Context: an optimization exercise on an open-source flow, tuned for small area. The choices shown serve that exercise and are no tape-out recipe. Where RTL was checked, it was by simulation tests only, not by an equivalence proof against the original. Power is estimated from default activity; no workload was simulated.

== 12-06 ==
==> flow/design.v <==
module alu #(parameter K = 6) (
    input clk,
    input [7:0] A,
    input [7:0] B,
    input [7:0] An,
    input [7:0] Bn,
    input [2:0] sel,
    output [7:0] Y
    );
    genvar i, k;
    wire [7:0] rn [K:8];
    wire [7:0] qn;
    assign rn[8] = An;
    generate
        for (i = 7; i >= K; i = i - 1) begin : prow
            wire [8:0] c;
            wire [7:0] s;
            wire hz = ~|Bn[7:8-i];
            assign c[i] = 1'b1;
            for (k = i; k < 8; k = k + 1) begin : pbit
                wire x = rn[i+1][k];
                wire y = ~Bn[k-i];
                assign s[k] = x ^ y ^ c[k];
                assign c[k+1] = (x & y) | (x & c[k]) | (y & c[k]);
            end
            assign qn[i] = c[8] & hz;
            for (k = 0; k < 8; k = k + 1) begin : pmux
                if (k < i) begin : keep
                    assign rn[i][k] = rn[i+1][k];
                end else begin : upd
                    assign rn[i][k] = qn[i] ? s[k] : rn[i+1][k];
                end
            end
        end
    endgenerate
    reg [7:K] qh, rh;
    always @(posedge clk) begin
        qh <= qn[7:K];
        rh <= rn[K][7:K];
    end
    wire [7:0] q;
    wire [7:0] r [0:K];
    assign q[7:K] = qh;
    generate
        if (K > 0) begin : lowpart
            assign r[K] = {rh, A[K-1:0]};
        end else begin : nolow
            assign r[K] = rh;
        end
        for (i = K - 1; i >= 0; i = i - 1) begin : drow
            wire [8:0] c;
            wire [7:0] s;
            wire hz;
            if (i == 0) begin : hz0
                assign hz = 1'b1;
            end else begin : hzn
                assign hz = ~|B[7:8-i];
            end
            assign c[i] = 1'b1;
            for (k = i; k < 8; k = k + 1) begin : dbit
                wire x = r[i+1][k];
                wire y = ~B[k-i];
                assign s[k] = x ^ y ^ c[k];
                assign c[k+1] = (x & y) | (x & c[k]) | (y & c[k]);
            end
            assign q[i] = c[8] & hz;
            for (k = 0; k < 8; k = k + 1) begin : dmux
                if (k < i) begin : keep
                    assign r[i][k] = r[i+1][k];
                end else begin : upd
                    assign r[i][k] = q[i] ? s[k] : r[i+1][k];
                end
            end
        end
    endgenerate
    wire [7:0] Arev = {A[0], A[1], A[2], A[3], A[4], A[5], A[6], A[7]};
    wire shr = sel[2] & sel[0];
    wire [7:0] Op = shr ? Arev : A;
    wire [7:0] oh = (B[7:3] == 5'd0) ? (8'd1 << B[2:0]) : 8'd0;
    wire [7:0] bm = sel[2] ? oh : (sel[1] ? B : 8'd1);
    wire addsub = ~sel[2] & ~sel[1];
    wire cin = addsub & sel[0];
    wire [7:0] X = addsub ? (B ^ {8{sel[0]}}) : 8'd0;
    wire [7:0] acc [0:8];
    assign acc[0] = X;
    generate
        for (i = 0; i < 8; i = i + 1) begin : mrow
            wire [8:0] c;
            assign c[i] = (i == 0) ? cin : 1'b0;
            for (k = 0; k < 8; k = k + 1) begin : mbit
                if (k < i) begin : keep
                    assign acc[i+1][k] = acc[i][k];
                end else begin : add
                    wire x = acc[i][k];
                    wire y = Op[k-i] & bm[i];
                    assign acc[i+1][k] = x ^ y ^ c[k];
                    assign c[k+1] = (x & y) | (x & c[k]) | (y & c[k]);
                end
            end
        end
    endgenerate
    wire [7:0] m = acc[8];
    wire [7:0] mrev = {m[0], m[1], m[2], m[3], m[4], m[5], m[6], m[7]};
    reg [7:0] y;
    always @(*) begin
        case (sel)
            3'd3: y = q;
            3'd5: y = mrev;
            3'd6: y = A | B;
            3'd7: y = A & B;
            default: y = m;
        endcase
    end
    assign Y = y;
endmodule
module alu_calculator(
    input clk,
    input rst,
    input btn1,
    input btn2,
    input [7:0] in,
    input [2:0] sel,
    output [7:0] Y,
    output [6:0] seg,
    output [3:0] an
    );
    reg p1_0, p1_1, p2_0, p2_1;
    always @(posedge clk) begin
        p1_0 <= btn1;
        p1_1 <= p1_0 & (btn1 | p1_1);
        p2_0 <= btn2;
        p2_1 <= p2_0 & (btn2 | p2_1);
    end
    wire ld1 = p1_1 & ~p1_0;
    wire ld2 = p2_1 & ~p2_0;
    reg [7:0] A, B;
    wire [7:0] An = rst ? 8'd0 : (ld1 ? in : A);
    wire [7:0] Bn = rst ? 8'd0 : (ld2 ? in : B);
    always @(posedge clk) begin
        A <= An;
        B <= Bn;
    end
    alu DUT(.clk(clk), .A(A), .B(B), .An(An), .Bn(Bn), .sel(sel), .Y(Y));
    reg [13:0] lf;
    reg trig;
    reg [1:0] ds, dd;
    reg [3:0] current;
    wire z13 = ~|lf[12:0];
    wire fb = lf[13] ^ lf[4] ^ lf[2] ^ lf[0] ^ z13;
    always @(posedge clk or posedge rst) begin
        if (rst) begin
            lf <= 14'd1;
            trig <= 1'b0;
            ds <= 2'd0;
        end else begin
            lf <= {lf[12:0], fb};
            trig <= z13 & ~lf[13];
            ds <= ds + {1'b0, trig};
        end
    end
    always @(posedge clk) begin
        dd <= ds;
        current <= (ds == 2'd0) ? Y[3:0] : (ds == 2'd1) ? Y[7:4] : 4'd0;
    end
    assign an = {~(dd[1] & dd[0]), ~(dd[1] & ~dd[0]), ~(~dd[1] & dd[0]), ~(~dd[1] & ~dd[0])};
    reg [6:0] D;
    always @(*) begin
        case (current)
            4'h0: D = 7'b1000000;
            4'h1: D = 7'b1111001;
            4'h2: D = 7'b0100100;
            4'h3: D = 7'b0110000;
            4'h4: D = 7'b0011001;
            4'h5: D = 7'b0010010;
            4'h6: D = 7'b0000010;
            4'h7: D = 7'b1111000;
            4'h8: D = 7'b0000000;
            4'h9: D = 7'b0010000;
            4'hA: D = 7'b0001000;
            4'hB: D = 7'b0000011;
            4'hC: D = 7'b1000110;
            4'hD: D = 7'b0100001;
            4'hE: D = 7'b0000110;
            default: D = 7'b0001110;
        endcase
    end
    assign seg = D;
endmodule
==> flow/config.mk <==
export PLATFORM = sky130hd
export DESIGN_NAME = alu_calculator
export DESIGN_NICKNAME = alu_calculator
export VERILOG_FILES = /design/flow/design.v
export SDC_FILE = /design/flow/constraint.sdc
export NUM_CORES = 4
export LEC_CHECK = 0
export ABC_AREA = 1
export CAP_MARGIN = 20
export CORE_MARGIN = 2
export CORE_UTILIZATION = 40
export CTS_BUF_LIST = sky130_fd_sc_hd__clkbuf_8
export GPL_TIMING_DRIVEN = 0
export SLEW_MARGIN = 20
==> flow/constraint.sdc <==
create_clock -name core_clock -period 16.0 [get_ports {clk}]
set_input_delay 3.2000 -clock core_clock [delete_from_list [all_inputs] [get_ports {clk}]]
set_output_delay 3.2000 -clock core_clock [all_outputs]
set_load 0.01 [all_outputs]
standard.sh (not shown) runs the stock make flow with config.mk's settings and CLKGATE_MAP_FILE= SYNTH_SCRIPT=/design/flow/synth_recipe.tcl, a recipe that flattens the netlist after the stock synthesis.
==> flow/flow/run.sh <==
#!/bin/bash
# The standard layout (standard.sh) with these changes:
#  - synthesis maps the logic with ABC using flow/abc_area.script instead of
#    ORFS's area script (registers, names and all other synthesis steps are
#    the standard ones: synth_recipe.tcl is used as is);
#  - the ports are buffered with sky130_fd_sc_hd__buf_1;
#  - the clock tree is built from clkbuf_8 cells, without dummy loads.
# Each tool's full output stays in orfs/logs; make's output is in standard.log.
set -o pipefail
here=$(pwd)
cat > my_synth.tcl <<EOF
proc abc {args} {
  set i [lsearch -exact \$args -script]
  if { \$i >= 0 } { lset args [expr {\$i + 1}] $here/flow/abc_area.script }
  yosys abc {*}\$args
}
source $here/synth_recipe.tcl
EOF
export BUFFER_PORTS_ARGS="-buffer_cell sky130_fd_sc_hd__buf_1"
export CTS_ARGS="-sink_clustering_enable -repair_clock_nets -buf_list sky130_fd_sc_hd__clkbuf_8 -dont_use_dummy_load"
bash standard.sh SYNTH_SCRIPT=$here/my_synth.tcl finish > standard.log 2>&1
==> flow/flow/abc_area.script <==
strash
dch -f
map -a
topo
stime -c
12-06 closes out successfully: all stages finished, all timing, DRC and antenna checks passed.
For 05-13, these inputs were changed with respect to 12-06:
--- a/flow/design.v
+++ b/flow/design.v
@@ -1,7 +1,7 @@
-module alu #(parameter K = 6) (
+module alu #(parameter K = 4) (
     input clk,
     input [7:0] A,
     input [7:0] B,
     input [7:0] An,
     input [7:0] Bn,
     input [2:0] sel,
## What came out
Lower first-pass GRT wire length among 12-06 and 05-13: 05-13
Between 12-06 and 05-13, the count of state elements after synthesis is higher for 05-13.
Per the comparison of 05-13 with 12-06, routed via count divided by cell count held, x dimension of the die went up about 1.3%.
Relative to 12-06, the part of the total power dissipated in combinational logic of 05-13 is lower by 7.2 points.
Between 05-13 and 12-06, it is 05-13 whose worst hold slack is higher, by 0.0076 ns.
Function not checked in 05-13: the RTL went through the layout flow alone.

separate check: timing with driven ports:
How much do the figures lean on ideal ports? The routed layouts below were timed once more, with nothing changed but the port constraints. Step 1 (the two cells are an assumption about what drives the block):
set clk [get_ports {clk}]
set_driving_cell -lib_cell sky130_fd_sc_hd__clkbuf_16 $clk
set_driving_cell -lib_cell sky130_fd_sc_hd__buf_2 [delete_from_list [all_inputs] $clk]
Step 2 times the ports against the registers' clock, not the clock port: input delays grow and output delays shrink by t, the midpoint of the rising clock arrivals with the driver on. Three values: no drivers, after step 1, after step 2; two values: the first two.
| run | t (ns) | setup slack, ns | worst setup path at the end | latest minus earliest clock arrival (ns) |
|---|---|---|---|---|
| 12-06 | 0.311 | 0.667 / 0.635 / 0.635 | input to output | 0.027 / 0.026 |
| 05-13 | 0.319 | 0.696 / 0.661 / 0.661 | input to output | 0.023 / 0.022 |
After both steps setup and hold are still met in every run listed. The setup slack of 05-13, which loses most, moves by -0.035 ns with the drivers and by -0.035 ns with both steps.
